Context: an optimization exercise on an open-source flow, tuned for small area, a short achievable clock period and few clock cycles. The choices shown serve that exercise and are no tape-out recipe.
Power figures rest on the tool's default switching activity, not on a simulated workload.

Setup of JK:
// alu_unit
module alu_unit(
    input clk,
    input rst,
    input in_valid,
    output in_ready,
    input [15:0] a,
    input [15:0] b,
    input [2:0] op,
    output reg out_valid,
    output reg [15:0] r
    );
assign in_ready = 1'b1;
reg [15:0] a_q, b_q;
reg [2:0] op_q;
reg v0;
always @(posedge clk) begin
    a_q <= a;
    b_q <= b;
    op_q <= op;
    v0 <= in_valid & ~rst;
end
wire mul0 = op_q == 3'd3;
wire div0 = op_q == 3'd4;
wire add0 = op_q == 3'd1;
wire sub0 = op_q == 3'd2;
wire [15:0] y0 = b_q ^ {16{div0 | sub0}};
wire [15:0] x0 = {a_q[15:9] & {7{~mul0}}, a_q[8:0]};
wire [1:0] s15;
wire g15_0_0 = (x0[15] & y0[0]) | ((div0 | sub0) & (x0[15] ^ y0[0]));
wire p15_0_0 = x0[15] ^ y0[0];
assign s15[0] = p15_0_0 ^ (div0 | sub0);
assign s15[1] = g15_0_0;
wire sel15 = mul0 ? a_q[15] : (div0 & s15[1] & &y0[15:1]);
wire [15:0] x_15 = sel15 ? {s15[0:0], x0[14:0]} : x0;
wire [2:0] s14;
wire g14_0_0 = (x_15[14] & y0[0]) | ((div0 | sub0) & (x_15[14] ^ y0[0]));
wire p14_0_0 = x_15[14] ^ y0[0];
wire g14_1_1 = x_15[15] & y0[1];
wire p14_1_1 = x_15[15] ^ y0[1];
wire g14_1_0 = g14_1_1 | (p14_1_1 & g14_0_0);
wire p14_1_0 = p14_1_1 & p14_0_0;
assign s14[0] = p14_0_0 ^ (div0 | sub0);
assign s14[1] = p14_1_1 ^ g14_0_0;
assign s14[2] = g14_1_0;
wire sel14 = mul0 ? a_q[14] : (div0 & s14[2] & &y0[15:2]);
wire [15:0] x_14 = sel14 ? {s14[1:0], x_15[13:0]} : x_15;
wire [3:0] s13;
wire g13_0_0 = (x_14[13] & y0[0]) | ((div0 | sub0) & (x_14[13] ^ y0[0]));
wire p13_0_0 = x_14[13] ^ y0[0];
wire g13_1_1 = x_14[14] & y0[1];
wire p13_1_1 = x_14[14] ^ y0[1];
wire g13_2_2 = x_14[15] & y0[2];
wire p13_2_2 = x_14[15] ^ y0[2];
wire g13_1_0 = g13_1_1 | (p13_1_1 & g13_0_0);
wire p13_1_0 = p13_1_1 & p13_0_0;
wire g13_2_0 = g13_2_2 | (p13_2_2 & g13_1_0);
wire p13_2_0 = p13_2_2 & p13_1_0;
assign s13[0] = p13_0_0 ^ (div0 | sub0);
assign s13[1] = p13_1_1 ^ g13_0_0;
assign s13[2] = p13_2_2 ^ g13_1_0;
assign s13[3] = g13_2_0;
  ...
Size in the first run: ~980 cells after synthesis, roughly 150 flip-flops, ~56 I/O pins, about 9100 µm² of cells after synthesis.
Settings: LEC_CHECK=0, ABC_AREA=1, CAP_MARGIN=20, CORE_MARGIN=2, CORE_UTILIZATION=40, SLEW_MARGIN=20; clock period 70.0 ns.
standard.sh (not shown) runs the stock make flow with config.mk's settings and CLKGATE_MAP_FILE= SYNTH_SCRIPT=/design/flow/synth_recipe.tcl, a recipe that flattens the netlist after the stock synthesis.
==> flow/flow/run.sh <==
#!/bin/bash
# Layout flow: the standard flow, except that synthesis maps with the
# ABC script in flow/abc_area.script (area-oriented mapping, no ABC
# buffering/upsizing; the resizer later fixes timing on the placed design).
# Then: buf_1 port buffers, clkbuf_8 clock buffers, and the resizer asked
# to leave 55 ns of setup slack. Each part logs to its own file.
set -e
rm -rf scripts_abc
cp -r "$FLOW_HOME/scripts" scripts_abc
cp flow/abc_area.script scripts_abc/abc_area.script
A=("BUFFER_PORTS_ARGS=-buffer_cell sky130_fd_sc_hd__buf_1" CTS_BUF_LIST=sky130_fd_sc_hd__clkbuf_8 SETUP_SLACK_MARGIN=55 )
bash standard.sh "${A[@]}" SCRIPTS_DIR=$PWD/scripts_abc synth > synth.log 2>&1
bash standard.sh "${A[@]}" finish > standard.log 2>&1
==> flow/flow/abc_area.script <==
strash
dch
map -a
strash
dch
amap
topo
stime -c
Relative to JK, the following input files were edited for MS:
-- flow/flow/abc_area.script --
<<< JK, line 6
amap
>>> MS, line 6
map -a
strash
dch -f
map -a
[summary]
Each of the runs, namely MS and JK, reached the end of the flow and came out clean.
In the flow results for MS and JK, the routed length on met3 is larger on JK.
Against JK as the reference, MS delivers a lower proportion of cell area occupied by registers.
Against JK, total routed wirelength in MS fell by a few percent.
MS ended with more path depth of the worst reg2reg path than JK.
r[9]$_DFF_P_ as the startpoint of the worst setup timing path was reported by MS, and r[15]$_DFF_P_ by JK.
When the final numbers for MS and JK were put side by side, the clock power share turned out to be greater in JK.
Diff MS..JK | number of H-tree branching levels | unchanged
Comparing MS against JK, there is no change at all in number of buffers added by the clock tree synthesis step.
The run showing the smaller area growth from synthesis to layout is MS.
No functional check of the RTL was part of any run of this note.

-- what the ideal ports hide --
The flow's constraints put no driver on any port. The routed layouts listed below were extracted and timed again, unchanged, in two steps.
Step 1 sets driving cells, clkbuf_16 on the clock port and buf_2 on the other inputs (assumed; they add their load-dependent delay and slew).
Step 2 adds t to the input delays and takes it off the output delays; t is the mean of the earliest and latest rising clock arrival at the registers after step 1. Input paths then give back, and output paths get back, about the clock's delay inside the block.
Three values: no drivers, after step 1, after step 2; two values: the first two.
| run | shift t [ns] | slack for setup (ns) | worst setup path after step 2 | cell pins on the clock port's net |
|---|---|---|---|---|
| JK | 0.495 | 55.072 / 55.031 / 55.526 | register to output | 1 |
| MS | 0.493 | 55.034 / 54.995 / 55.488 | register to output | 1 |
After both steps setup and hold are still met in every run listed.
